This design comes from an exercise in tuning for small area and a short achievable clock period on the open sky130 flow, not from production work.
Function was checked by simulation only, so behaviour that the tests miss may differ from the original.

==> flow/design.v (outline; a module is shown in full before it is edited, if it fits) <==
// module fadd_core: 113 lines
// module benc: 17 lines
// module fmul_core: 97 lines
// module mul24: 1432 lines
// module mfa: 3 lines
// module mha: 3 lines
// module mbsel: 3 lines
// module mbseln: 3 lines
// module mxor: 3 lines
// module fpu_addmul: 181 lines
module fpu_addmul(
  input  wire        clk,
  input  wire        op,      
  input  wire [31:0] s,
  input  wire [31:0] t,
  output wire [31:0] d
);
  // ...
==> flow/flow/run.sh <==
#!/bin/bash
set -euo pipefail
export SETUP_SLACK_MARGIN=7.5
export BUFFER_PORTS_ARGS="-buffer_cell sky130_fd_sc_hd__buf_2"
bash standard.sh > standard.log 2>&1
==> flow/standard.sh <==
#!/bin/bash
# synth_recipe.tcl (not shown) runs the flow's synth.tcl, then flattens the netlist and writes it again
# the make line also repeats each setting of config.mk as NAME=value (left out here)
make -C /OpenROAD-flow-scripts/flow DESIGN_CONFIG=/design/flow/config.mk WORK_HOME=/design/flow/orfs CLKGATE_MAP_FILE= SYNTH_SCRIPT=/design/flow/synth_recipe.tcl "${@:-finish}"
==> flow/config.mk <==
export PLATFORM = sky130hd
export DESIGN_NAME = fpu_addmul
export DESIGN_NICKNAME = fpu_addmul
export VERILOG_FILES = /design/flow/design.v
export SDC_FILE = /design/flow/constraint.sdc
export NUM_CORES = 4
export LEC_CHECK = 0
export CAP_MARGIN = 20
export CORE_MARGIN = 2
export CORE_UTILIZATION = 40
export CTS_BUF_LIST = sky130_fd_sc_hd__clkbuf_4 sky130_fd_sc_hd__clkbuf_8
export SLEW_MARGIN = 20
export SYNTH_HIERARCHICAL = 1
export TNS_END_PERCENT = 5
==> flow/constraint.sdc <==
create_clock -name core_clock -period 13.0 [get_ports {clk}]
set_input_delay 2.6000 -clock core_clock [delete_from_list [all_inputs] [get_ports {clk}]]
set_output_delay 2.6000 -clock core_clock [all_outputs]
set_load 0.01 [all_outputs]
==> flow_summary.json, run 1 <==
{
  "layout_commonest_cell": "xor2_1",
  "worst_r2r_path_depth": 21,
  "clock_buffers": 21,
  "ant_nets": 0,
  "max_slew.worst_pin.slew_ns": 1.16,
  "r2r-start": "g1[13]",
  "tritoncts": "done",
  "area_growth_pct": 14.1,
  "dieArea_sq_mm": 0.0809,
  "drive_above_1_share_pct": 21.6,
  "ios": 98,
  "outcome": "finished clean",
  "seq_share_pct": 9.95,
  "comb.multi_input.count": 3106,
  "first_iter_violations": 3663,
  "synth.area.top_cells": "fa_1 17%, dfxtp_1 11%, xor2_1 8.7%",
  "multi_input_area_share_pct": 75.1,
  "grt_pass1_wl_um": 187000,
  "slew_violations": 0,
  "fin_util_pct": 46.2,
  "rsz0062_at_grt": "true",
  "relSlewSlack_pct": 21.7,
  "crit_family": "simple AND/OR/NAND/NOR gates",
  "hold_viol_final": 0,
  "post-cts-setup-buffer-count": 143,
  "async_reset_ff_share_pct": 0,
  "multi_input_area_sq_mm": 0.0270,
  "vias_per_cell": 6.33,
  "antenna_found_initial": 4,
  "min-delay-start": "sticky1",
  "synth-simple-area-share_pct": 15.6,
  "grt_overflow": 0,
  "numCtsBuffers": 17,
  "finalSetupViolations": 0
}
==> inputs of run 2 (changes only) <==
==> flow/flow/run.sh (replaced) <==
#!/bin/bash
set -euo pipefail
export SETUP_SLACK_MARGIN=6.5
export BUFFER_PORTS_ARGS="-buffer_cell sky130_fd_sc_hd__buf_2"
bash standard.sh > standard.log 2>&1
==> flow_summary.json, run 2 <==
{
  "max_slew.worst_pin.slew_ns": 1.18,
  "route.vias.total": 29600,
  "synth_cell_type_count": 124,
  "area_growth_pct": 4.26,
  "rrSetupSlack_ns": 6.33,
  "antenna_found_initial": 9,
  "worst_r2r_path_depth": 22,
  "synth.cells.most_frequent": "313 x xor2_1, 267 x fa_1, 262 x nand2_1",
  "slew_violations": 0,
  "numCtsBuffers": 17,
  "tritoncts": "done",
  "finalSetupViolations": 0,
  "hpwlAfterDp_um": 82800,
  "async_reset_ff_share_pct": 0,
  "maxCapViolCount": 0,
  "layout_commonest_cell": "xor2_1",
  "finalWirelength_um": 116000,
  "regArea_sq_mm": 0.00339,
  "die_height_um": 284,
  "critPathRequiredTime_ns": 13.35,
  "clkLatencyLatePin_ns": 0.49,
  "regMostFlops": "g1",
  "synth-seq-cells": 168,
  "largest_reg_flops": 32,
  "reg.largest.list": "g1 (32), l27x1 (27), v2 (26)",
  "start_util_pct": 40.5,
  "grt_use_total_pct": 27.6,
  "yosysWarnings": 9,
  "clk_path_buf_depth": 2,
  "drive_above_1_share_pct": 11.7,
  "outcome": "finished clean",
  "r2r_end": "v2[13]",
  "whs_ns": 0.642,
  "crit_path_end_kind": "register",
  "min_delay_path_depth": 3,
  "grt_max_degree": 90,
  "grt_pass1_wl_um": 174000,
  "critPathMaxFanout": 44,
  "dp_cells": 4662,
  "most-common-layout-cells": "313 x xor2_1, 267 x fa_1, 262 x nand2_1",
  "die_w_um": 284,
  "layout_setup_ws_ns": 6.33,
  "min-delay-start": "lsign1",
  "synthCells": 3716,
  "syn-cell-area_sq_mm": 0.0315,
  "rsz0062_at_grt": "true",
  "ant_nets": 0,
  "synth_edf_count": 0,
  "preCtsSetupSlack_ns": 6.44,
  "placement.io_buffers": 97,
  "fin_util_pct": 42.2,
  "skew_ns": 0.0193,
  "yosysSeqAreaShare_pct": 10.7,
  "multi_input_area_sq_mm": 0.0258,
  "synth.most_common_cell": "xor2_1",
  "syn_avg_cell_area_sq_um": 8.47,
  "htreeDepth": 4,
  "worstPathArrival_ns": 7.02,
  "place_congestion": 0.973,
  "dieArea_sq_mm": 0.0809,
  "grt_overflow": 0,
  "final_cell_area_sq_mm": 0.0328,
  "cts.sinks": 168,
  "layout.cells.non_filler": 4710,
  "synthFlopType": "dfxtp_1",
  "ios": 98,
  "setup_tns_ns": 0,
  "fillers": 7836,
  "relSlewSlack_pct": 21.2,
  "first_iter_violations": 3375,
  "rows": 102,
  "synth_top_area_share_pct": 17.0,
  "max_freq_ghz": 0.150,
  "hold_end": "sign2",
  "hold_viol_final": 0,
  "r2r-start": "g1[1]",
  "drc": 0,
  "synth_area_leader_cell": "fa_1",
  "cts.clk_slew.worst_paths_ns": 0.10,
  "cts_hold_buf": 0,
  "vias_per_cell": 6.29,
  "cts_root_buffer": "clkbuf_8",
  "synth.area.top_cells": "fa_1 17%, dfxtp_1 11%, xor2_1 8.7%",
  "final.period_utilization_pct": 51.3,
  "critPathLaunchType": "register",
  "place_area_sq_mm": 0.0322,
  "firstDrtPassIters": 7,
  "core_area_sq_mm": 0.0777,
  "critPathKind": "reg -> reg",
  "hold_path_class": "reg -> reg",
  "grt_pass1_vias": 28300,
  "wl_per_cell_um": 24.7,
  "period_needed_ns": 6.67,
  "worstSetupStartpoint": "g1[1]",
  "nets": 4162
}
-- run 2: cell types whose count changed in the layout (fill, tap and decap cells not counted), moves of 18 or more --
cell	change
fa_2	-30
o22ai_2	-49
dfxtp_1	+45
inv_1	+18
o22ai_1	+52
ha_1	+24
buf_12	-29
fa_1	+30
clkinvlp_4	-28
dfxtp_4	-48
buf_4	-79
-- run 2: final cells by class --
cell class	instances	area share, %
diodes	2	0.0153
clock buffers	18	0.736
clock inverters	12	0.439
inverters	165	1.94
multi-input cells	3104	78.7
flip-flops and latches	168	10.3
well taps	1040	3.97
repair buffers	198	3.80
repair inverters	3	0.0686
-- run 2: cell families after synthesis --
logic type	share of synthesized area (%)
compound gates	22.3
xor+xnor	12.0
fa+ha+maj	23.9
buf+inv	7.52
flops	10.7
mux	8.01
other cells	0.0358
simple gates	15.6
-- run 2: what timing repair did --
| item | 4_1_cts | 5_1_grt |
|---|---|---|
| buffers inserted | 0 | 13 |
| gates cloned | 0 | 3 |
| hold endpoints to repair | 0 | 0 |
| setup endpoints to repair | 9 | 42 |
| gates resized for setup | 2 | 29 |
-- run 2: how the worst max path moves through the flow --
stage,to
4_1_cts,v2[20]
6_report,v2[13]
3_3_place_gp,v2[13]
2_1_floorplan,v2[16]
3_5_place_dp,v2[20]
5_1_grt,e253_2
-- run 2: layer usage --
| layer | vias to the layer above | GRT usage (%) | share of wire [%] |
|---|---|---|---|
| met5 | - | 0 | 0.023 |
| met4 | 4 | 10.8 | 4.0 |
| met3 | 303 | 6.21 | 11 |
| met2 | 1862 | 41.9 | 43 |
| met1 | 14200 | 38.0 | 42 |
| li1 | 13300 | - | - |
-- run 2: critical path, cell delays in order (launching register included) --
cell and delay, ns:
dfxtp_1 0.79, ha_1 0.35, o21a_1 0.22, o221ai_2 0.35, nand4_4 0.23, nand2_1 0.20
inv_1 0.07, fa_1 0.37, xor2_1 0.17, buf_4 0.20, a31o_2 0.24, o21bai_1 0.17
or3_1 0.39, nor2_2 0.34, nand2b_4 0.14, o31a_2 0.70, mux2i_1 0.24, o22ai_1 0.40
a22oi_1 0.18, nand2_1 0.16, nor2b_1 0.17, a211oi_1 0.07, a21oi_1 0.37
-- run 2: per-module statistics from Yosys, one instance, submodules excluded --
module,copies in the design,cells,cell area [sq um]
mha,28,1,12.5
mfa,256,1,20.0
fmul_core,1,261,2050
mbseln,22,1,8.76
benc,2,58,382
mbsel,242,1,6.26
mxor,242,1,8.76
fadd_core,1,805,5350
mul24,1,213,1450
fpu_addmul,1,1531,12600
==> inputs of run 3 (changes only) <==
==> flow/flow/run.sh (replaced) <==
#!/bin/bash
set -euo pipefail
export SETUP_SLACK_MARGIN=7
export BUFFER_PORTS_ARGS="-buffer_cell sky130_fd_sc_hd__buf_2"
bash standard.sh > standard.log 2>&1
--- a/flow/config.mk
+++ b/flow/config.mk
@@ -11,4 +11,3 @@
 export CTS_BUF_LIST = sky130_fd_sc_hd__clkbuf_4 sky130_fd_sc_hd__clkbuf_8
 export SLEW_MARGIN = 20
 export SYNTH_HIERARCHICAL = 1
-export TNS_END_PERCENT = 5
==> flow_summary.json, run 3 <==
{
  "finalWirelength_um": 118000,
  "die_w_um": 284,
  "async_reset_ff_share_pct": 0,
  "antenna_found_initial": 8,
  "synthFlopType": "dfxtp_1",
  "crit_path_end_kind": "register",
  "final_cell_area_sq_mm": 0.0346,
  "clk_path_buf_depth": 2,
  "place_congestion": 0.961,
  "layout_setup_ws_ns": 7.08,
  "largest_reg_flops": 32,
  "max_freq_ghz": 0.169,
  "finalSetupViolations": 0,
  "core_area_sq_mm": 0.0777,
  "cts_hold_buf": 0,
  "synth-seq-cells": 168,
  "ios": 98,
  "cp_common_cell": "fa_1",
  "regMostFlops": "g1",
  "first_iter_violations": 3484,
  "critPathLaunchType": "register",
  "crit_chain": "clkinvlp_4 -> buf_12 -> o22ai_1 -> xor2_1 -> fa_1 -> fa_1 -> fa_2 -> fa_1 -> fa_1 -> ha_4 -> and4_1 -> nand2_1 -> or3_4 -> a31o_4 -> nand2_8 -> buf_4 -> fa_1 -> a21oi_1 -> a21oi_1",
  "rrSetupSlack_ns": 7.08,
  "outcome": "finished clean",
  "rsz0062_at_grt": "true",
  "worstPathArrival_ns": 6.24,
  "yosysSeqAreaShare_pct": 10.7,
  "dp_cells": 4660,
  "htreeDepth": 4,
  "nets": 4225,
  "skew_ns": 0.0235,
  "hpwlAfterDp_um": 82700,
  "maxCapViolCount": 0,
  "synthCells": 3716,
  "most-common-layout-cells": "309 x xor2_1, 262 x nand2_1, 255 x fa_1",
  "synth.cells.most_frequent": "313 x xor2_1, 267 x fa_1, 262 x nand2_1",
  "tritoncts": "done",
  "regArea_sq_mm": 0.00347,
  "grt_max_degree": 83,
  "clkLatencyLatePin_ns": 0.51,
  "syn-cell-area_sq_mm": 0.0315,
  "route.vias.total": 30000,
  "area_growth_pct": 9.88,
  "die_height_um": 284,
  "reg.largest.list": "g1 (32), l27x1 (27), v2 (26)",
  "start_util_pct": 40.5,
  "synth_cell_type_count": 124,
  "layout_commonest_cell": "xor2_1",
  "grt_pass1_vias": 28800,
  "hold_viol_final": 0,
  "wl_per_cell_um": 24.8,
  "min_delay_path_depth": 1,
  "slowest_delay_ns": 0.51,
  "grt_pass1_wl_um": 177000,
  "numCtsBuffers": 17,
  "yosysWarnings": 9,
  "worst_r2r_path_depth": 19,
  "cts_root_buffer": "clkbuf_8",
  "dieArea_sq_mm": 0.0809,
  "firstDrtPassIters": 5,
  "drive_above_1_share_pct": 16.5,
  "layout.cells.non_filler": 4774,
  "preCtsSetupSlack_ns": 6.32,
  "max_slew.worst_pin.slew_ns": 1.15,
  "r2r_end": "v2[10]",
  "setup_tns_ns": 0,
  "place_area_sq_mm": 0.0322,
  "placement.io_buffers": 97,
  "final.period_utilization_pct": 45.5,
  "multi_input_area_sq_mm": 0.0264,
  "critPathMaxFanout": 13,
  "synth.area.top_cells": "fa_1 17%, dfxtp_1 11%, xor2_1 8.7%",
  "slew_violations": 0,
  "cp_slowest_cell": "fa_1",
  "critPathRequiredTime_ns": 13.32,
  "ant_nets": 0,
  "min-delay-start": "sticky1",
  "grt_use_total_pct": 28.1,
  "fillers": 7685,
  "synth.most_common_cell": "xor2_1",
  "whs_ns": 0.655,
  "synth_area_leader_cell": "fa_1",
  "synth_edf_count": 0,
  "vias_per_cell": 6.29,
  "period_needed_ns": 5.92,
  "hold_end": "sta2",
  "cts.clk_slew.worst_paths_ns": 0.09,
  "critPathKind": "reg -> reg",
  "rows": 102,
  "drc": 0,
  "hold_path_class": "reg -> reg",
  "grt_overflow": 0,
  "r2r-start": "g1[16]",
  "relSlewSlack_pct": 23.0,
  "syn_avg_cell_area_sq_um": 8.47,
  "synth_top_area_share_pct": 17.0,
  "cts.sinks": 168
}
-- run 3: cell counts after synthesis --
Identical to the previous run, type by type.
-- run 3: area by class of cell --
cell class | count | share of cell area (%)
Timing Repair Buffer | 259 | 6.54
Timing Repair inverter | 4 | 0.0724
Inverter | 165 | 1.97
Tap cell | 1040 | 3.76
Sequential cell | 168 | 10.0
Clock inverter | 13 | 0.546
Multi-Input combinational cell | 3105 | 76.4
Antenna cell | 2 | 0.0145
Clock buffer | 18 | 0.698
-- run 3: cells by family (layout without fill, tap and decap cells) --
kind of cell,after synthesis,in the layout,synth area share (%)
compound gates,1051,1052,22.3
simple gates,946,946,15.6
buf+inv,448,459,7.52
fa+ha+maj,441,441,23.9
xor+xnor,431,431,12.0
mux,228,228,8.01
flops,168,168,10.7
other cells,3,9,0.0358
-- run 3: metrics by stage --
step | util (%)
4_1_cts | 42.8
6_report | 44.5
3_3_place_gp | 41.4
5_1_grt | 44.5
3_5_place_dp | 41.4
2_1_floorplan | -
-- run 3: worst max path at each step --
stage                     depth (start not counted)   endpoint     from
after floorplan                                  20     v2[23]  neg1[4]
after global placement                           12  l27x1[22]    s[27]
after detailed placement                         12  l27x1[22]    s[27]
after CTS                                        15      d[18]     sub2
after global routing                             24     v2[18]    g1[8]
final                                            19     v2[10]   g1[16]
-- run 3: critical path, delay by kind of cell, from the launching register on --
family          cells  cell delay, ns
compound gates      4            0.76
flops               1            0.45
fa+ha+maj           7            3.02
simple gates        4            0.85
xor+xnor            1            0.22
buf+inv             3            0.43
-- run 3: per-module statistics from Yosys, one instance, submodules excluded --
module | times used | cells | cell area, sq um | flops+latches
fmul_core | 1 | 261 | 2050 | 0
mfa | 256 | 1 | 20.0 | 0
mbsel | 242 | 1 | 6.26 | 0
mha | 28 | 1 | 12.5 | 0
fadd_core | 1 | 805 | 5350 | 0
fpu_addmul | 1 | 1531 | 12600 | 168
mul24 | 1 | 213 | 1450 | 0
benc | 2 | 58 | 382 | 0
mxor | 242 | 1 | 8.76 | 0
mbseln | 22 | 1 | 8.76 | 0
-- run 3: repair_timing --
action                                  4_1_cts  5_1_grt
resized for setup                           111      172
gates cloned                                  5        6
setup buffers                                14       56
pin swaps                                    10       43
endpoints found under the setup margin       64       50
-- run 3: per-layer routing --
metal | track usage [%] | up-vias | wire, um
met2 | 42.9 | 1871 | 51500
met3 | 6.57 | 320 | 12700
met5 | 0 | - | 28
li1 | - | 13400 | -
met4 | 11.9 | 6 | 4910
met1 | 37.9 | 14400 | 49200
==> inputs of run 4 (changes only) <==
==> flow/flow/run.sh (replaced) <==
#!/bin/bash
set -euo pipefail
export SETUP_SLACK_MARGIN=7.25
export BUFFER_PORTS_ARGS="-buffer_cell sky130_fd_sc_hd__buf_2"
bash standard.sh > standard.log 2>&1
--- a/flow/config.mk
+++ b/flow/config.mk
@@ -11,3 +11,4 @@
 export CTS_BUF_LIST = sky130_fd_sc_hd__clkbuf_4 sky130_fd_sc_hd__clkbuf_8
 export SLEW_MARGIN = 20
 export SYNTH_HIERARCHICAL = 1
+export TNS_END_PERCENT = 5
==> flow_summary.json, run 4 <==
{
  "critPathMaxFanout": 24,
  "preCtsSetupSlack_ns": 5.96,
  "synth_top_area_share_pct": 17.0,
  "die_w_um": 284,
  "nets": 4246,
  "setup_tns_ns": 0,
  "ios": 98,
  "final.period_utilization_pct": 46.4,
  "synth_fa_ha_area_share_pct": 23.9,
  "synth-simple-area-share_pct": 15.6,
  "wl_per_cell_um": 25.5,
  "syn-cell-area_sq_mm": 0.0315,
  "grt_use_total_pct": 28.6,
  "min-delay-start": "lsign1",
  "synth.most_common_cell": "xor2_1",
  "place_congestion": 0.970,
  "whs_ns": 0.642,
  "htreeDepth": 4,
  "critPathLaunchType": "register",
  "worstPathArrival_ns": 6.41,
  "hold_end": "sign2",
  "synth-compound-area-share_pct": 22.3,
  "grt_pass1_vias": 29200,
  "core_area_sq_mm": 0.0777,
  "synth_top_family_by_area": "adder cells",
  "worst_r2r_path_depth": 19,
  "rrSetupSlack_ns": 6.96,
  "hold_viol_final": 0,
  "fillers": 7647,
  "most-common-layout-cells": "308 x xor2_1, 259 x nand2_1, 249 x fa_1",
  "placement.io_buffers": 97,
  "hold_path_class": "reg -> reg",
  "dieArea_sq_mm": 0.0809,
  "busiest_layer": "met2",
  "tritoncts": "done",
  "critPathRequiredTime_ns": 13.37,
  "synthMuxAreaShare_pct": 8.01,
  "final_cell_area_sq_mm": 0.0349,
  "hpwlAfterDp_um": 83900,
  "synthFlopType": "dfxtp_1",
  "grt_overflow": 0,
  "relSlewSlack_pct": 15.8,
  "layout_commonest_cell": "xor2_1",
  "place_area_sq_mm": 0.0322,
  "rows": 102,
  "vias_per_cell": 6.32,
  "synth-seq-cells": 168,
  "cts_root_buffer": "clkbuf_8",
  "firstDrtPassIters": 8,
  "drive_above_1_share_pct": 17.6,
  "synthCells": 3716,
  "critPathKind": "reg -> reg",
  "grt_max_degree": 86,
  "max_freq_ghz": 0.166,
  "numCtsBuffers": 17,
  "synthXorXnorAreaFrac_pct": 12.0,
  "reg.largest.list": "g1 (32), l27x1 (27), v2 (26)",
  "met2_usage_pct": 43.4,
  "yosysWarnings": 9,
  "max_slew.worst_pin.slew_ns": 1.25,
  "route.vias.total": 30300,
  "crit_path_end_kind": "register",
  "r2r_end": "v2[11]",
  "synth_cell_type_count": 124,
  "cts.sinks": 168,
  "clk_path_buf_depth": 2,
  "min_delay_path_depth": 3,
  "yosysSeqAreaShare_pct": 10.7,
  "start_util_pct": 40.5,
  "grt_util_met1_pct": 40.0,
  "layout_setup_ws_ns": 6.96,
  "cts.clk_slew.worst_paths_ns": 0.10,
  "synth_area_leader_cell": "fa_1",
  "first_iter_violations": 3818,
  "drc": 0,
  "cts_hold_buf": 0,
  "slew_violations": 0,
  "rsz0062_at_grt": "true",
  "die_height_um": 284,
  "ant_nets": 0,
  "area_growth_pct": 10.9,
  "synth.cells.most_frequent": "313 x xor2_1, 267 x fa_1, 262 x nand2_1",
  "syn_avg_cell_area_sq_um": 8.47,
  "met3_usage_pct": 5.53,
  "regMostFlops": "g1",
  "finalSetupViolations": 0,
  "r2r-start": "g1[21]",
  "skew_ns": 0.0297,
  "clkLatencyLatePin_ns": 0.51,
  "largest_reg_flops": 32,
  "outcome": "finished clean",
  "synth_edf_count": 0,
  "antenna_found_initial": 6,
  "maxCapViolCount": 0,
  "async_reset_ff_share_pct": 0,
  "period_needed_ns": 6.04,
  "grt_pass1_wl_um": 180000,
  "synth.area.top_cells": "fa_1 17%, dfxtp_1 11%, xor2_1 8.7%",
  "finalWirelength_um": 122000
}
==> run 4: cell counts after synthesis <==
No cell type changed its count.
==> run 4: worst max-delay path, cell delays in order (launching register included) <==
cell	delay, ns
dfxtp_4	0.36
inv_1	0.06
buf_12	0.17
o22ai_1	0.21
xor2_1	0.22
fa_1	0.48
fa_1	0.59
fa_2	0.38
fa_1	0.46
fa_1	0.58
ha_4	0.24
a21o_1	0.17
a21o_1	0.17
a221o_1	0.34
a21oi_4	0.20
nand2_8	0.10
fa_1	0.44
xor2_1	0.20
a21oi_1	0.14
a21oi_1	0.38
==> run 4: worst max path at each step <==
stage	from	slack (ns)	cells past startpoint	endpoint
final	g1[21]	6.96	19	v2[11]
after global routing	g1[8]	6.93	21	v2[16]
after CTS	rsh2	7.10	10	d[29]
after detailed placement	s[23]	5.96	13	l27x1[22]
after global placement	s[23]	6.13	13	l27x1[25]
after floorplan	neg1[0]	7.19	20	v2[16]
==> run 4: cell type report <==
cell class / instances / area [sq um] / share of cell area [%]
Timing Repair inverter: 4 / 26.3 / 0.0753
Antenna cell: 1 / 2.50 / 0.00717
Inverter: 165 / 684 / 1.96
Tap cell: 1040 / 1300 / 3.73
Sequential cell: 168 / 3490 / 10.0
Clock inverter: 13 / 188 / 0.538
Timing Repair Buffer: 280 / 2480 / 7.10
Multi-Input combinational cell: 3105 / 26500 / 75.9
Clock buffer: 17 / 234 / 0.670
==> run 4: cell families (layout without fill, tap and decap cells) <==
family	count (synthesis)	count (layout)
AO/OA/AOI/OAI	1051	1052
XOR/XNOR	431	431
adder cells (fa/ha/maj)	441	441
buffers and inverters	448	479
flip-flops	168	168
multiplexers	228	228
other	3	8
AND/OR/NAND/NOR	946	946
==> run 4: per-module statistics from Yosys (local to each module, per instance), a selection <==
module	copies in the design	area (sq um)	cells inside	flip-flops and latches
benc	2	382	58	0
mbseln	22	8.76	1	0
mha	28	12.5	1	0
mxor	242	8.76	1	0
mbsel	242	6.26	1	0
fpu_addmul	1	12600	1531	168
mfa	256	20.0	1	0
mul24	1	1450	213	0
fmul_core	1	2050	261	0
==> run 4: metal layers <==
layer  vias up  part of all wire, %
met2      1893                   43
met1     14700                   43
met3       273                   10
li1      13400                    -
met4         2                  3.8
met5         -                0.011
==> run 4: what timing repair did <==
item | CTS | global route
endpoints found under the setup margin | 137 | 129
resized for setup | 164 | 146
pin swaps | 25 | 63
setup buffers | 50 | 44
gates cloned | 3 | 10
==> run 4: through the flow <==
stage / util, % / std cells
3_3_place_gp: 41.4 / 4655
4_1_cts: 43.3 / 4738
2_1_floorplan: - / 3720
5_1_grt: 44.9 / 4793
6_report: 44.9 / 4793
3_5_place_dp: 41.4 / 4655
==> inputs of run 5 (changes only) <==
==> flow/flow/run.sh (replaced) <==
#!/bin/bash
set -euo pipefail
export SETUP_SLACK_MARGIN=7
export BUFFER_PORTS_ARGS="-buffer_cell sky130_fd_sc_hd__buf_2"
bash standard.sh > standard.log 2>&1
==> flow_summary.json, run 5 <==
{
  "layout_setup_ws_ns": 7.00,
  "area_growth_pct": 7.21,
  "setup_tns_ns": 0,
  "synth_top_area_share_pct": 17.0,
  "synth.cells.most_frequent": "313 x xor2_1, 267 x fa_1, 262 x nand2_1",
  "grt_pass1_wl_um": 176000,
  "core_area_sq_mm": 0.0777,
  "min-delay-start": "lsign1",
  "wl_per_cell_um": 24.8,
  "numCtsBuffers": 17,
  "synth_area_leader_cell": "fa_1",
  "drc": 0,
  "start_util_pct": 40.5,
  "grt_pass1_vias": 28800,
  "rrSetupSlack_ns": 7.00,
  "maxCapViolCount": 0,
  "yosysWarnings": 9,
  "syn-cell-area_sq_mm": 0.0315,
  "synth_cell_type_count": 124,
  "ios": 98,
  "die_w_um": 284,
  "critPathLaunchType": "register",
  "period_needed_ns": 6.00,
  "placement.io_buffers": 97,
  "antenna_found_initial": 7,
  "slew_violations": 0,
  "place_congestion": 0.961,
  "grt_max_degree": 83,
  "cts_root_buffer": "clkbuf_8",
  "hpwlAfterDp_um": 82700,
  "async_reset_ff_share_pct": 0,
  "outcome": "finished clean",
  "synthCells": 3716,
  "clkLatencyLatePin_ns": 0.51,
  "synth_edf_count": 0,
  "largest_reg_flops": 32,
  "tritoncts": "done",
  "most-common-layout-cells": "311 x xor2_1, 263 x fa_1, 262 x nand2_1",
  "min_delay_path_depth": 3,
  "grt_use_total_pct": 28.0,
  "hold_viol_final": 0,
  "r2r_end": "v2[16]",
  "die_height_um": 284,
  "htreeDepth": 4,
  "dieArea_sq_mm": 0.0809,
  "crit_path_end_kind": "register",
  "rows": 102,
  "synth.area.top_cells": "fa_1 17%, dfxtp_1 11%, xor2_1 8.7%",
  "r2r-start": "g1[5]",
  "first_iter_violations": 3307,
  "finalSetupViolations": 0,
  "grt_overflow": 0,
  "finalWirelength_um": 117000,
  "syn_avg_cell_area_sq_um": 8.47,
  "route.vias.total": 29900,
  "critPathKind": "reg -> reg",
  "drive_above_1_share_pct": 14.2,
  "relSlewSlack_pct": 26.8,
  "nets": 4188,
  "max_freq_ghz": 0.167,
  "worst_r2r_path_depth": 21,
  "preCtsSetupSlack_ns": 6.32,
  "synthFlopType": "dfxtp_1",
  "critPathRequiredTime_ns": 13.37,
  "worstPathArrival_ns": 6.37,
  "synth.most_common_cell": "xor2_1",
  "reg.largest.list": "g1 (32), l27x1 (27), v2 (26)",
  "layout_commonest_cell": "xor2_1",
  "clk_path_buf_depth": 2,
  "ant_nets": 0,
  "worstSetupStartpoint": "g1[5]",
  "cts.clk_slew.worst_paths_ns": 0.11,
  "skew_ns": 0.0239,
  "cts.sinks": 168,
  "regMostFlops": "g1",
  "hold_path_class": "reg -> reg",
  "max_slew.worst_pin.slew_ns": 1.09,
  "yosysSeqAreaShare_pct": 10.7,
  "firstDrtPassIters": 6,
  "hold_end": "sign2",
  "critPathMaxFanout": 24,
  "vias_per_cell": 6.30,
  "synth-seq-cells": 168,
  "rsz0062_at_grt": "true",
  "final.period_utilization_pct": 46.2
}
==> run 5: cell count changes in the layout (fill, tap and decap cells not counted), moves of 14 or more <==
| cell | previous run | this run |
|---|---|---|
| o22ai_1 | 232 | 253 |
| fa_2 | 18 | 4 |
| buf_4 | 118 | 95 |
| buf_12 | 23 | 7 |
| fa_1 | 249 | 263 |
| dfxtp_1 | 123 | 138 |
| o22ai_2 | 26 | 5 |
==> run 5: layer usage <==
metal | global-route usage (%) | routed length (um)
met2 | 42.8 | 50500
met5 | 0 | 18
met3 | 6.58 | 13100
met4 | 11.9 | 5330
met1 | 37.7 | 48400
==> run 5: cell families after synthesis <==
group | Yosys count | share of synthesized area (%)
AO/OA/AOI/OAI | 1051 | 22.3
XOR/XNOR | 431 | 12.0
adder cells (fa/ha/maj) | 441 | 23.9
buffers and inverters | 448 | 7.52
flip-flops | 168 | 10.7
multiplexers | 228 | 8.01
other | 3 | 0.0358
AND/OR/NAND/NOR | 946 | 15.6
==> run 5: metrics by stage <==
stage / util [%] / hold slack (ns) / cell area (sq um) / std cells
after floorplan: - / 0.384 / 31500 / 3720
after global placement: 41.4 / 0.620 / 32200 / 4660
after detailed placement: 41.4 / 0.611 / 32200 / 4660
after CTS: 42.6 / 0.632 / 33100 / 4705
after global routing: 43.4 / 0.670 / 33700 / 4737
final: 43.4 / 0.659 / 33700 / 4737
==> run 5: worst max-delay path by stage <==
stage | slack [ns] | end | depth (start not counted)
floorplan | 7.07 | v2[23] | 20
detailed placement | 6.32 | l27x1[22] | 12
CTS | 6.81 | d[18] | 15
finish | 7.00 | v2[16] | 21
global route | 6.83 | v2[16] | 22
global placement | 6.31 | l27x1[22] | 12
==> run 5: repair_timing <==
action                                  CTS  global route
endpoints found under the hold margin     0             0
resized for setup                        90            79
hold buffers                              0             0
pin swaps                                 6            19
cloned                                    3             5
setup buffers                            11            25
endpoints found under the setup margin   64           123
==> run 5: layout make-up <==
cell class	count	area (sq um)
inverter	165	656
antenna	2	5.00
clock inverter	13	189
multi-input combinational	3105	26200
clock buffer	18	241
sequential	168	3450
timing repair buffer	222	1670
timing repair inverter	4	25.0
tap	1040	1300
fill	7779	44000
==> run 5: per-module statistics from Yosys (local to each module, per instance) <==
module      flops+latches  copies in the design
fpu_addmul            168                     1
fadd_core               0                     1
fmul_core               0                     1
mul24                   0                     1
benc                    0                     2
mfa                     0                   256
mha                     0                    28
mbseln                  0                    22
mxor                    0                   242
mbsel                   0                   242
==> run 5: critical path, stage by stage, from the launching register on <==
cell and delay, ns:
dfxtp_1 0.31, buf_6 0.16, inv_1 0.09, buf_6 0.32
o22ai_1 0.13, xor2_1 0.22, fa_1 0.48, fa_1 0.48
fa_1 0.42, fa_1 0.52, fa_1 0.46, ha_4 0.31
and4_1 0.20, nand2_1 0.09, or3_4 0.43, a31o_2 0.29
nand2_4 0.14, a21bo_4 0.16, a21oi_4 0.07, a311o_1 0.32
a21oi_1 0.18, a21oi_1 0.10
==> inputs of run 6 (changes only) <==
--- a/flow/config.mk
+++ b/flow/config.mk
@@ -11,4 +11,4 @@
 export CTS_BUF_LIST = sky130_fd_sc_hd__clkbuf_4 sky130_fd_sc_hd__clkbuf_8
 export SLEW_MARGIN = 20
 export SYNTH_HIERARCHICAL = 1
-export TNS_END_PERCENT = 5
+export TNS_END_PERCENT = 1
==> flow_summary.json, run 6 <==
{
  "outcome": "finished clean",
  "cp.depth": 19,
  "worst_r2r_path_depth": 19,
  "layout_commonest_cell": "xor2_1",
  "finalSetupViolations": 0,
  "ios": 98,
  "worstPathArrival_ns": 6.40,
  "syn_avg_cell_area_sq_um": 8.47,
  "cts.clk_slew.worst_paths_ns": 0.11,
  "route.vias.total": 29800,
  "dp_cells": 4660,
  "syn-cell-area_sq_mm": 0.0315,
  "finalWirelength_um": 117000,
  "cts_root_buffer": "clkbuf_8",
  "synth_area_leader_cell": "fa_1",
  "drive_above_1_share_pct": 13.6,
  "maxCapViolCount": 0,
  "grt_use_total_pct": 27.9,
  "skew_ns": 0.0262,
  "max_freq_ghz": 0.166,
  "most-common-layout-cells": "313 x xor2_1, 262 x nand2_1, 260 x fa_1",
  "core_area_sq_mm": 0.0777,
  "tritoncts": "done",
  "layout_setup_ws_ns": 6.97,
  "place_congestion": 0.961,
  "min_delay_path_depth": 1,
  "drc": 0,
  "critPathRequiredTime_ns": 13.37,
  "htreeDepth": 4,
  "slowest_delay_ns": 0.63,
  "async_reset_ff_share_pct": 0,
  "slew_violations": 0,
  "regArea_sq_mm": 0.00345,
  "regMostFlops": "g1",
  "rows": 102,
  "grt_pass1_vias": 28700,
  "grt_max_degree": 83,
  "yosysSeqAreaShare_pct": 10.7,
  "nets": 4180,
  "relSlewSlack_pct": 23.3,
  "die_w_um": 284,
  "first_iter_violations": 3344,
  "placement.io_buffers": 97,
  "largest_reg_flops": 32,
  "crit_buf_inv": 1,
  "antenna_found_initial": 7,
  "critPathKind": "reg -> reg",
  "synth_cell_type_count": 124,
  "preCtsSetupSlack_ns": 6.32,
  "final.period_utilization_pct": 46.3,
  "hpwlAfterDp_um": 82700,
  "fillers": 7800,
  "clk_path_buf_depth": 2,
  "cts.sinks": 168,
  "numCtsBuffers": 17,
  "clkLatencyLatePin_ns": 0.51,
  "critPathLaunchType": "register",
  "hold_viol_final": 0,
  "multi_input_area_sq_mm": 0.0261,
  "ant_nets": 0,
  "cp_slowest_cell": "fa_1",
  "synthFlopType": "dfxtp_1",
  "synth_top_area_share_pct": 17.0,
  "max_slew.worst_pin.slew_ns": 1.14,
  "die_height_um": 284,
  "synth.most_common_cell": "xor2_1",
  "synth-seq-cells": 168,
  "vias_per_cell": 6.30,
  "critPathMaxFanout": 24,
  "dieArea_sq_mm": 0.0809,
  "hold_path_class": "reg -> reg",
  "layout.cells.non_filler": 4731,
  "cp_common_cell": "fa_1",
  "crit_path_end_kind": "register",
  "crit_family": "adder cells",
  "wl_per_cell_um": 24.7,
  "area_growth_pct": 6.83,
  "crit_chain": "buf_4 -> o22ai_1 -> xor2_1 -> fa_1 -> fa_1 -> fa_2 -> fa_1 -> fa_1 -> ha_4 -> and4_1 -> nand2_1 -> or3_4 -> a31o_2 -> nand2_4 -> a21bo_4 -> a21oi_4 -> a311o_1 -> a21oi_1 -> a21oi_1",
  "reg.largest.list": "g1 (32), l27x1 (27), v2 (26)",
  "synthCells": 3716,
  "start_util_pct": 40.5,
  "synth_edf_count": 0,
  "synth.area.top_cells": "fa_1 17%, dfxtp_1 11%, xor2_1 8.7%",
  "firstDrtPassIters": 6,
  "grt_overflow": 0,
  "period_needed_ns": 6.03,
  "setup_tns_ns": 0,
  "synth.cells.most_frequent": "313 x xor2_1, 267 x fa_1, 262 x nand2_1",
  "grt_pass1_wl_um": 176000,
  "rsz0062_at_grt": "true",
  "yosysWarnings": 9
}
[run 6: metrics by stage]
| step | utilization (%) | hold WS [ns] | area (sq um) |
|---|---|---|---|
| CTS | 42.3 | 0.632 | 32900 |
| global placement | 41.4 | 0.620 | 32200 |
| detailed placement | 41.4 | 0.611 | 32200 |
| finish | 43.3 | 0.672 | 33600 |
| floorplan | - | 0.384 | 31500 |
| global route | 43.2 | 0.670 | 33600 |
[run 6: what timing repair did]
action / CTS / global route
buffers inserted: 7 / 22
gates cloned: 2 / 5
pin swaps: 0 / 16
endpoints found under the setup margin: 64 / 125
hold buffers: 0 / 0
gates resized for setup: 49 / 105
[run 6: cell families after synthesis]
logic type | Yosys count | share of synthesized area, %
flops | 168 | 10.7
xor+xnor | 431 | 12.0
simple gates | 946 | 15.6
other cells | 3 | 0.0358
fa+ha+maj | 441 | 23.9
compound gates | 1051 | 22.3
mux | 228 | 8.01
buf+inv | 448 | 7.52
[run 6: path summary, 6_finish.rpt]
kind            end  startpoint  slack, ns
max          v2[16]    none1[6]       6.97
min            sta2     sticky1       0.67
max reg2reg  v2[16]    none1[6]       6.97
min reg2reg    sta2     sticky1       0.67
[run 6: per-module statistics from Yosys, one instance, submodules excluded]
module / flip-flops and latches / cells inside / times used
mbsel: 0 / 1 / 242
benc: 0 / 58 / 2
mfa: 0 / 1 / 256
mxor: 0 / 1 / 242
mbseln: 0 / 1 / 22
fpu_addmul: 168 / 1531 / 1
fmul_core: 0 / 261 / 1
fadd_core: 0 / 805 / 1
mul24: 0 / 213 / 1
mha: 0 / 1 / 28
[run 6: layer usage]
layer	up-vias	GRT usage, %	routed length (um)
met5	-	0	18
met4	4	11.2	4990
met3	325	6.58	12100
met2	1817	42.9	50800
met1	14300	37.6	49100
li1	13300	-	-
[run 6: layout make-up]
type	instances	share of cell area, %
multi-input combinational	3104	77.7
clock buffer	18	0.718
timing repair buffer	215	4.85
antenna	4	0.0298
sequential	168	10.3
clock inverter	13	0.562
tap	1040	3.87
inverter	165	1.96
timing repair inverter	4	0.0744
[run 6: worst register-to-register path, delay by kind of cell, from the launching register on]
family / cells / cell delay, ns
fa+ha+maj: 6 / 2.73
compound gates: 7 / 1.35
simple gates: 4 / 0.89
buf+inv: 1 / 0.40
flops: 1 / 0.34
xor+xnor: 1 / 0.19
==> inputs of run 7 (changes only) <==
--- a/flow/config.mk
+++ b/flow/config.mk
@@ -11,4 +11,4 @@
 export CTS_BUF_LIST = sky130_fd_sc_hd__clkbuf_4 sky130_fd_sc_hd__clkbuf_8
 export SLEW_MARGIN = 20
 export SYNTH_HIERARCHICAL = 1
-export TNS_END_PERCENT = 1
+export TNS_END_PERCENT = 20
==> flow_summary.json, run 7 <==
{
  "min-delay-start": "lsign1",
  "synth.area.top_cells": "fa_1 17%, dfxtp_1 11%, xor2_1 8.7%",
  "hpwlAfterDp_um": 82700,
  "layout_commonest_cell": "xor2_1",
  "rsz0062_at_grt": "true",
  "die_height_um": 284,
  "grt_pass1_wl_um": 177000,
  "r2r-start": "g1[8]",
  "critPathMaxFanout": 14,
  "cts.sinks": 168,
  "min_delay_path_depth": 3,
  "hold_end": "sign2",
  "first_iter_violations": 3376,
  "worstSetupStartpoint": "rsh2",
  "grt_max_degree": 83,
  "ant_nets": 0,
  "drive_above_1_share_pct": 15.6,
  "htreeDepth": 4,
  "fin_util_pct": 44.1,
  "preCtsSetupSlack_ns": 6.32,
  "grt_pass1_vias": 28800,
  "hold_path_class": "reg -> reg",
  "r2r_end": "v2[12]",
  "place_congestion": 0.961,
  "rrSetupSlack_ns": 7.05,
  "synthFlopType": "dfxtp_1",
  "skew_ns": 0.0225,
  "regMostFlops": "g1",
  "antenna_found_initial": 7,
  "layout_setup_ws_ns": 7.03,
  "dieArea_sq_mm": 0.0809,
  "max_freq_ghz": 0.168,
  "syn_avg_cell_area_sq_um": 8.47,
  "wl_per_cell_um": 24.8,
  "critPathRequiredTime_ns": 10.40,
  "hold_viol_final": 0,
  "area_growth_pct": 8.87,
  "dp_cells": 4660,
  "outcome": "finished clean",
  "critPathKind": "reg -> out",
  "period_needed_ns": 5.97,
  "tritoncts": "done",
  "synth-seq-cells": 168,
  "async_reset_ff_share_pct": 0,
  "synth_edf_count": 0,
  "rows": 102,
  "max_slew.worst_pin.slew_ns": 1.12,
  "vias_per_cell": 6.32,
  "synthCells": 3716,
  "cts.clk_slew.worst_paths_ns": 0.11,
  "yosysSeqAreaShare_pct": 10.7,
  "crit_path_end_kind": "primary output",
  "nets": 4215,
  "synth.cells.most_frequent": "313 x xor2_1, 267 x fa_1, 262 x nand2_1",
  "clkLatencyLatePin_ns": 0.51,
  "start_util_pct": 40.5,
  "reg.largest.list": "g1 (32), l27x1 (27), v2 (26)",
  "most-common-layout-cells": "311 x xor2_1, 261 x nand2_1, 257 x fa_1",
  "maxCapViolCount": 0,
  "setup_tns_ns": 0,
  "grt_use_total_pct": 28.1,
  "core_area_sq_mm": 0.0777,
  "numCtsBuffers": 17,
  "die_w_um": 284,
  "worst_r2r_path_depth": 20,
  "firstDrtPassIters": 7,
  "worstPathArrival_ns": 3.37,
  "cts_root_buffer": "clkbuf_8",
  "final.period_utilization_pct": 45.9,
  "synth.most_common_cell": "xor2_1",
  "syn-cell-area_sq_mm": 0.0315,
  "layout.cells.non_filler": 4764,
  "ios": 98,
  "placement.io_buffers": 97,
  "grt_overflow": 0,
  "finalSetupViolations": 0,
  "finalWirelength_um": 118000,
  "slew_violations": 0,
  "clk_path_buf_depth": 2,
  "yosysWarnings": 9,
  "drc": 0,
  "critPathLaunchType": "register",
  "largest_reg_flops": 32,
  "relSlewSlack_pct": 24.6,
  "synth_cell_type_count": 124,
  "route.vias.total": 30100,
  "synth_top_area_share_pct": 17.0,
  "synth_area_leader_cell": "fa_1"
}
==> run 7: cell count changes in the layout (fill, tap and decap cells not counted), moves of 8 or more <==
cell,previous run,this run
buf_12,8,19
ha_2,3,11
buf_4,87,99
ha_1,164,155
o22ai_1,255,247
buf_6,11,23
o22ai_2,3,11
==> run 7: kinds of logic (layout without fill, tap and decap cells) <==
family	after synthesis	count (layout)	synth area share, %
buffers and inverters	448	449	7.52
multiplexers	228	228	8.01
flip-flops	168	168	10.7
AND/OR/NAND/NOR	946	946	15.6
AO/OA/AOI/OAI	1051	1052	22.3
adder cells (fa/ha/maj)	441	441	23.9
XOR/XNOR	431	431	12.0
other	3	9	0.0358
==> run 7: layout make-up <==
cell class / instances / area [sq um]
Sequential cell: 168 / 3460
Fill cell: 7741 / 43500
Timing Repair inverter: 4 / 25.0
Antenna cell: 2 / 5.00
Timing Repair Buffer: 249 / 2080
Multi-Input combinational cell: 3105 / 26300
Inverter: 165 / 673
Clock buffer: 18 / 241
Clock inverter: 13 / 189
Tap cell: 1040 / 1300
==> run 7: per-stage QoR <==
stage	instance area [sq um]	hold WS (ns)
2_1_floorplan	31500	0.384
3_3_place_gp	32200	0.620
3_5_place_dp	32200	0.611
4_1_cts	33200	0.632
5_1_grt	34300	0.667
6_report	34300	0.661
==> run 7: modules after synthesis, one instance, submodules excluded, a selection <==
module      copies in the design  flops+latches  cells  area, sq um
mbsel                        242              0      1         6.26
fpu_addmul                     1            168   1531        12600
fadd_core                      1              0    805         5350
mbseln                        22              0      1         8.76
mha                           28              0      1         12.5
benc                           2              0     58          382
mul24                          1              0    213         1450
fmul_core                      1              0    261         2050
mxor                         242              0      1         8.76
==> run 7: worst max-delay path by stage <==
| stage | to | slack [ns] | depth (start not counted) |
|---|---|---|---|
| after floorplan | v2[23] | 7.07 | 20 |
| after global placement | l27x1[22] | 6.31 | 12 |
| after detailed placement | l27x1[22] | 6.32 | 12 |
| after CTS | l27x1[22] | 6.84 | 12 |
| after global routing | v2[17] | 6.88 | 21 |
| final | d[29] | 7.03 | 10 |
==> run 7: per-layer routing <==
metal  vias up  share of wire, %  track usage [%]
met5         -             0.027                0
met3       345                11             6.58
met1     14400                41             37.8
li1      13400                 -                -
met4         6               4.4             11.9
met2      1907                44             42.9
==> run 7: timing repair <==
item                       4_1_cts  5_1_grt
hold buffers                     0        0
gates cloned                     4        5
gates resized for setup         98      139
setup endpoints to repair       64      111
buffers inserted                12       50
pin swaps                        6       31
==> run 7: critical path, cell delays in order, from the launching register on <==
cell and delay [ns]:
dfxtp_2 0.39, buf_12 0.16, nand2b_1 0.22, a2111oi_4 0.39, nand3_1 0.11, or4_4 0.49
mux2i_1 0.24, nand4_1 0.15, mux2_1 0.33, a211o_1 0.22, buf_2 0.14
==> inputs of run 8 (changes only) <==
==> flow/config.mk (replaced) <==
export PLATFORM = sky130hd
export DESIGN_NAME = fpu_addmul
export DESIGN_NICKNAME = fpu_addmul
export VERILOG_FILES = /design/flow/design.v
export SDC_FILE = /design/flow/constraint.sdc
export NUM_CORES = 4
export LEC_CHECK = 0
export CAP_MARGIN = 5
export CORE_MARGIN = 2
export CORE_UTILIZATION = 40
export CTS_BUF_LIST = sky130_fd_sc_hd__clkbuf_4 sky130_fd_sc_hd__clkbuf_8
export SLEW_MARGIN = 5
export SYNTH_HIERARCHICAL = 1
export TNS_END_PERCENT = 5
==> flow_summary.json, run 8 <==
{
  "outcome": "finished clean",
  "synth.area.top_cells": "fa_1 17%, dfxtp_1 11%, xor2_1 8.7%",
  "rows": 102,
  "period_needed_ns": 6.01,
  "cts_root_buffer": "clkbuf_8",
  "vias_per_cell": 6.29,
  "min-delay-start": "sticky1",
  "ant_nets": 0,
  "first_iter_violations": 3364,
  "synth_area_leader_cell": "fa_1",
  "async_reset_ff_share_pct": 0,
  "synthFlopType": "dfxtp_1",
  "dieArea_sq_mm": 0.0809,
  "clkLatencyLatePin_ns": 0.51,
  "synth_cell_type_count": 124,
  "drc": 0,
  "hpwlAfterDp_um": 82700,
  "hold_path_class": "reg -> reg",
  "grt_overflow": 0,
  "r2r-start": "g1[5]",
  "cts.sinks": 168,
  "cts.clk_slew.worst_paths_ns": 0.11,
  "finalSetupViolations": 0,
  "skew_ns": 0.0235,
  "reg.largest.list": "g1 (32), l27x1 (27), v2 (26)",
  "wl_per_cell_um": 24.8,
  "synthCells": 3716,
  "clk_path_buf_depth": 2,
  "die_w_um": 284,
  "final.period_utilization_pct": 46.2,
  "slowest_delay_ns": 0.52,
  "regMostFlops": "g1",
  "min_delay_path_depth": 1,
  "nets": 4188,
  "layout_commonest_cell": "xor2_1",
  "critPathRequiredTime_ns": 13.37,
  "max_slew.worst_pin.slew_ns": 1.28,
  "maxCapViolCount": 0,
  "r2r_end": "v2[16]",
  "grt_pass1_vias": 28800,
  "ios": 98,
  "critPathKind": "reg -> reg",
  "rrSetupSlack_ns": 6.99,
  "tritoncts": "done",
  "cp_common_cell": "fa_1",
  "hold_end": "sta2",
  "finalWirelength_um": 117000,
  "synth_top_area_share_pct": 17.0,
  "firstDrtPassIters": 8,
  "relSlewSlack_pct": 13.8,
  "rsz0062_at_grt": "true",
  "numCtsBuffers": 17,
  "critPathLaunchType": "register",
  "syn-cell-area_sq_mm": 0.0315,
  "htreeDepth": 4,
  "hold_viol_final": 0,
  "cts_hold_buf": 0,
  "synth.cells.most_frequent": "313 x xor2_1, 267 x fa_1, 262 x nand2_1",
  "crit_path_end_kind": "register",
  "placement.io_buffers": 97,
  "max_freq_ghz": 0.166,
  "core_area_sq_mm": 0.0777,
  "synth_edf_count": 0,
  "drive_above_1_share_pct": 14.0,
  "yosysWarnings": 9,
  "slew_violations": 0,
  "grt_use_total_pct": 28.0,
  "largest_reg_flops": 32,
  "place_congestion": 0.961,
  "start_util_pct": 40.5,
  "cp_slowest_cell": "fa_1",
  "grt_pass1_wl_um": 176000,
  "area_growth_pct": 7.05,
  "synth.most_common_cell": "xor2_1",
  "synth-seq-cells": 168,
  "die_height_um": 284,
  "crit_chain": "buf_6 -> inv_1 -> buf_6 -> o22ai_1 -> xor2_1 -> fa_1 -> fa_1 -> fa_1 -> fa_1 -> fa_1 -> ha_4 -> and4_1 -> nand2_1 -> or3_4 -> a31o_2 -> nand2_4 -> a21bo_4 -> a21oi_4 -> a311o_1 -> a21oi_1 -> a21oi_1",
  "grt_max_degree": 83,
  "worstSetupStartpoint": "g1[5]",
  "multi_input_area_sq_mm": 0.0261,
  "worst_r2r_path_depth": 21,
  "most-common-layout-cells": "312 x xor2_1, 263 x fa_1, 261 x nand2_1",
  "setup_tns_ns": 0,
  "fillers": 7786,
  "fin_util_pct": 43.3,
  "critPathMaxFanout": 24,
  "regArea_sq_mm": 0.00345,
  "syn_avg_cell_area_sq_um": 8.47,
  "yosysSeqAreaShare_pct": 10.7,
  "route.vias.total": 29800,
  "worstPathArrival_ns": 6.38,
  "antenna_found_initial": 7
}
-- run 8: cell families (layout without fill, tap and decap cells) --
group | after synthesis | after routing | share of synthesized area [%]
adder cells (fa/ha/maj) | 441 | 441 | 23.9
AO/OA/AOI/OAI | 1051 | 1052 | 22.3
AND/OR/NAND/NOR | 946 | 946 | 15.6
buffers and inverters | 448 | 422 | 7.52
flip-flops | 168 | 168 | 10.7
multiplexers | 228 | 228 | 8.01
other | 3 | 10 | 0.0358
XOR/XNOR | 431 | 431 | 12.0
-- run 8: final cells by class --
type,instances,area share [%]
diodes,3,0.0223
clock buffers,18,0.717
repair buffers,222,4.97
inverters,165,1.95
repair inverters,4,0.0743
well taps,1040,3.86
clock inverters,13,0.561
multi-input cells,3105,77.6
flip-flops and latches,168,10.3
-- run 8: stage by stage --
step           cell area [sq um]  std cells  setup WS (ns)  hold WS, ns
2_1_floorplan              31500       3720           7.07        0.384
3_3_place_gp               32200       4660           6.31        0.620
3_5_place_dp               32200       4660           6.32        0.611
4_1_cts                    33100       4705           6.81        0.632
5_1_grt                    33700       4737           6.83        0.670
6_report                   33700       4738           6.99        0.636
-- run 8: how the worst max path moves through the flow --
stage                     cells after the start   endpoint
final                                        21     v2[16]
after detailed placement                     12  l27x1[22]
after CTS                                    15      d[18]
after floorplan                              20     v2[23]
after global placement                       12  l27x1[22]
after global routing                         22     v2[16]
-- run 8: per-module statistics from Yosys (local to each module, per instance) --
module,copies in the design,flip-flops and latches
fpu_addmul,1,168
fadd_core,1,0
fmul_core,1,0
mul24,1,0
benc,2,0
mfa,256,0
mha,28,0
mbseln,22,0
mxor,242,0
mbsel,242,0
-- run 8: repair_timing --
action | CTS | global route
pin swaps | 6 | 19
gates resized for setup | 90 | 75
setup buffers | 11 | 25
endpoints found under the setup margin | 64 | 123
cloned | 3 | 5
-- run 8: layer usage --
metal / track usage [%] / up-vias / share of wire, %
met3: 6.58 / 340 / 11
met5: 0 / - / 0.12
met4: 11.9 / 6 / 4.6
li1: - / 13300 / -
met1: 37.7 / 14300 / 41
met2: 42.8 / 1839 / 43
-- run 8: worst max-delay path: cells and delay by family, from the launching register on --
family / cells / cell delay [ns]
compound gates: 7 / 1.26
xor+xnor: 1 / 0.22
fa+ha+maj: 6 / 2.66
buf+inv: 3 / 0.57
flops: 1 / 0.31
simple gates: 4 / 0.87
==> inputs of run 9 (changes only) <==
--- a/flow/config.mk
+++ b/flow/config.mk
@@ -5,10 +5,10 @@
 export SDC_FILE = /design/flow/constraint.sdc
 export NUM_CORES = 4
 export LEC_CHECK = 0
-export CAP_MARGIN = 5
+export CAP_MARGIN = 10
 export CORE_MARGIN = 2
 export CORE_UTILIZATION = 40
 export CTS_BUF_LIST = sky130_fd_sc_hd__clkbuf_4 sky130_fd_sc_hd__clkbuf_8
-export SLEW_MARGIN = 5
+export SLEW_MARGIN = 10
 export SYNTH_HIERARCHICAL = 1
 export TNS_END_PERCENT = 5
==> flow_summary.json, run 9 <==
{
  "outcome": "finished clean",
  "antenna_found_initial": 7,
  "period_needed_ns": 6.01,
  "r2r-start": "g1[5]",
  "finalSetupViolations": 0,
  "worst_r2r_path_depth": 21,
  "hpwlAfterDp_um": 82700,
  "grt_overflow": 0,
  "cts.clk_slew.worst_paths_ns": 0.11,
  "numCtsBuffers": 17,
  "synth.cells.most_frequent": "313 x xor2_1, 267 x fa_1, 262 x nand2_1",
  "synth-seq-cells": 168,
  "cts_hold_buf": 0,
  "crit_family": "adder cells",
  "die_w_um": 284,
  "max_slew.worst_pin.slew_ns": 1.28,
  "final_cell_area_sq_mm": 0.0337,
  "finalWirelength_um": 117000,
  "async_reset_ff_share_pct": 0,
  "die_height_um": 284,
  "grt_max_degree": 83,
  "syn-cell-area_sq_mm": 0.0315,
  "cp_slowest_cell": "fa_1",
  "r2r_end": "v2[16]",
  "synthFlopType": "dfxtp_1",
  "regMostFlops": "g1",
  "placement.io_buffers": 97,
  "grt_pass1_vias": 28800,
  "slowest_delay_ns": 0.52,
  "relSlewSlack_pct": 13.8,
  "dieArea_sq_mm": 0.0809,
  "drive_above_1_share_pct": 14.0,
  "drc": 0,
  "rows": 102,
  "worstSetupStartpoint": "g1[5]",
  "yosysSeqAreaShare_pct": 10.7,
  "vias_per_cell": 6.29,
  "clkLatencyLatePin_ns": 0.51,
  "maxCapViolCount": 0,
  "core_area_sq_mm": 0.0777,
  "tritoncts": "done",
  "nets": 4188,
  "setup_tns_ns": 0,
  "reg.largest.list": "g1 (32), l27x1 (27), v2 (26)",
  "cp.depth": 21,
  "crit_end": "v2[16]",
  "cts_root_buffer": "clkbuf_8",
  "rsz0062_at_grt": "true",
  "worstPathArrival_ns": 6.38,
  "crit_path_end_kind": "register",
  "clk_path_buf_depth": 2,
  "hold_path_class": "reg -> reg",
  "critPathRequiredTime_ns": 13.37,
  "htreeDepth": 4,
  "max_freq_ghz": 0.166,
  "ant_nets": 0,
  "ios": 98,
  "synth_area_leader_cell": "fa_1",
  "yosysWarnings": 9,
  "crit_chain": "buf_6 -> inv_1 -> buf_6 -> o22ai_1 -> xor2_1 -> fa_1 -> fa_1 -> fa_1 -> fa_1 -> fa_1 -> ha_4 -> and4_1 -> nand2_1 -> or3_4 -> a31o_2 -> nand2_4 -> a21bo_4 -> a21oi_4 -> a311o_1 -> a21oi_1 -> a21oi_1",
  "critPathKind": "reg -> reg",
  "rrSetupSlack_ns": 6.99,
  "critPathMaxFanout": 24,
  "skew_ns": 0.0235,
  "final.period_utilization_pct": 46.2,
  "firstDrtPassIters": 8,
  "layout_commonest_cell": "xor2_1",
  "most-common-layout-cells": "312 x xor2_1, 263 x fa_1, 261 x nand2_1",
  "synth_cell_type_count": 124,
  "place_congestion": 0.961,
  "grt_use_total_pct": 28.0,
  "synth_edf_count": 0,
  "grt_pass1_wl_um": 176000,
  "start_util_pct": 40.5,
  "cts.sinks": 168,
  "slew_violations": 0,
  "synth_top_area_share_pct": 17.0,
  "route.vias.total": 29800,
  "largest_reg_flops": 32,
  "cp_common_cell": "fa_1",
  "synth.area.top_cells": "fa_1 17%, dfxtp_1 11%, xor2_1 8.7%",
  "place_area_sq_mm": 0.0322,
  "syn_avg_cell_area_sq_um": 8.47,
  "wl_per_cell_um": 24.8,
  "synthCells": 3716,
  "first_iter_violations": 3364,
  "crit_buf_inv": 3,
  "synth.most_common_cell": "xor2_1",
  "area_growth_pct": 7.05,
  "critPathLaunchType": "register",
  "hold_viol_final": 0
}
run 9: cell counts after synthesis:
Identical to the previous run, type by type.
run 9: metal layers:
layer / vias up / GRT usage, % / wire [um]
met3: 340 / 6.58 / 12900
met2: 1839 / 42.8 / 50500
met5: - / 0 / 146
met1: 14300 / 37.7 / 48500
li1: 13300 / - / -
met4: 6 / 11.9 / 5390
run 9: how the worst min path moves through the flow:
stage                  from  slack, ns  depth (start not counted)  endpoint
finish              sticky1       0.64                          1      sta2
global route        sticky1       0.67                          1      sta2
CTS                 sticky1       0.63                          1      sta2
detailed placement  sticky1       0.61                          1      sta2
global placement     lsign1       0.62                          3     sign2
floorplan              add1       0.38                          1      sub2
run 9: final cells by class:
| cell class | count | area [sq um] |
|---|---|---|
| fillers | 7786 | 44000 |
| multi-input cells | 3105 | 26100 |
| clock inverters | 13 | 189 |
| flip-flops and latches | 168 | 3450 |
| repair inverters | 4 | 25.0 |
| diodes | 3 | 7.51 |
| clock buffers | 18 | 241 |
| repair buffers | 222 | 1670 |
| well taps | 1040 | 1300 |
| inverters | 165 | 656 |
run 9: stage by stage:
stage	setup WS, ns	hold slack (ns)	std cells	utilization, %
floorplan	7.07	0.384	3720	-
global placement	6.31	0.620	4660	41.4
detailed placement	6.32	0.611	4660	41.4
CTS	6.81	0.632	4705	42.6
global route	6.83	0.670	4737	43.3
finish	6.99	0.636	4738	43.3
run 9: what timing repair did:
item | CTS | global route
setup buffers | 11 | 25
resized for setup | 90 | 75
cloned | 3 | 5
pin swaps | 6 | 19
endpoints found under the setup margin | 64 | 123
run 9: worst register-to-register path: cells and delay by family (launching register included):
kind	cells	cell delay [ns]
AOI/OAI and AO/OA	7	1.28
DFF	1	0.31
and+or+nand+nor	4	0.87
buffers and inverters	3	0.58
adders and majority gates	6	2.66
xor gates and xnor gates	1	0.22
run 9: logic make-up (layout without fill, tap and decap cells):
| family | Yosys count | count (layout) | synth area share (%) |
|---|---|---|---|
| buffers and inverters | 448 | 422 | 7.52 |
| muxes | 228 | 228 | 8.01 |
| other | 3 | 10 | 0.0358 |
| AOI/OAI and AO/OA | 1051 | 1052 | 22.3 |
| adders and majority gates | 441 | 441 | 23.9 |
| xor gates and xnor gates | 431 | 431 | 12.0 |
| DFF | 168 | 168 | 10.7 |
| and+or+nand+nor | 946 | 946 | 15.6 |
run 9: per-module statistics from Yosys, one instance, submodules excluded, a selection:
module / cell area, sq um / cells inside
benc: 382 / 58
mbsel: 6.26 / 1
mbseln: 8.76 / 1
fmul_core: 2050 / 261
fadd_core: 5350 / 805
fpu_addmul: 12600 / 1531
mul24: 1450 / 213

## what the ideal ports hide
The results above use ideal ports. As a check the final layouts listed here were re-extracted and re-timed, cells and wires unchanged.
Step 1 assumes that a clkbuf_16 drives the clock port and a buf_2 every other input.
Step 2 adds t to the input delays and takes it off the output delays; t is the mean of the earliest and latest rising clock arrival at the registers after step 1. Input paths then give back, and output paths get back, about the clock's delay inside the block.
Three values: ideal ports, drivers, drivers and shift; two values: the first two.
run	t (ns)	slack for setup (ns)	clock arrival spread, ns	slew at the worst register clock pin (ns)
run 1	0.560	7.126 / 7.086 / 6.606	0.024 / 0.023	0.11 / 0.11
run 2	0.536	6.328 / 6.328 / 6.328	0.019 / 0.019	0.10 / 0.10
run 3	0.558	7.081 / 7.068 / 6.738	0.024 / 0.024	0.11 / 0.11
run 4	0.559	6.962 / 6.962 / 6.644	0.030 / 0.029	0.12 / 0.12
run 5	0.555	6.995 / 6.948 / 6.674	0.025 / 0.025	0.11 / 0.11
run 6	0.554	6.975 / 6.937 / 6.568	0.027 / 0.026	0.11 / 0.11
run 7	0.557	7.033 / 6.972 / 6.756	0.025 / 0.025	0.11 / 0.11
run 8	0.566	6.990 / 6.936 / 6.678	0.025 / 0.025	0.11 / 0.11
run 9	0.566	6.990 / 6.936 / 6.678	0.025 / 0.025	0.11 / 0.11
After both steps setup and hold are still met in every run listed. For run 1, which loses most, drivers alone change the setup slack by -0.040 ns; drivers and shift together by -0.520 ns.
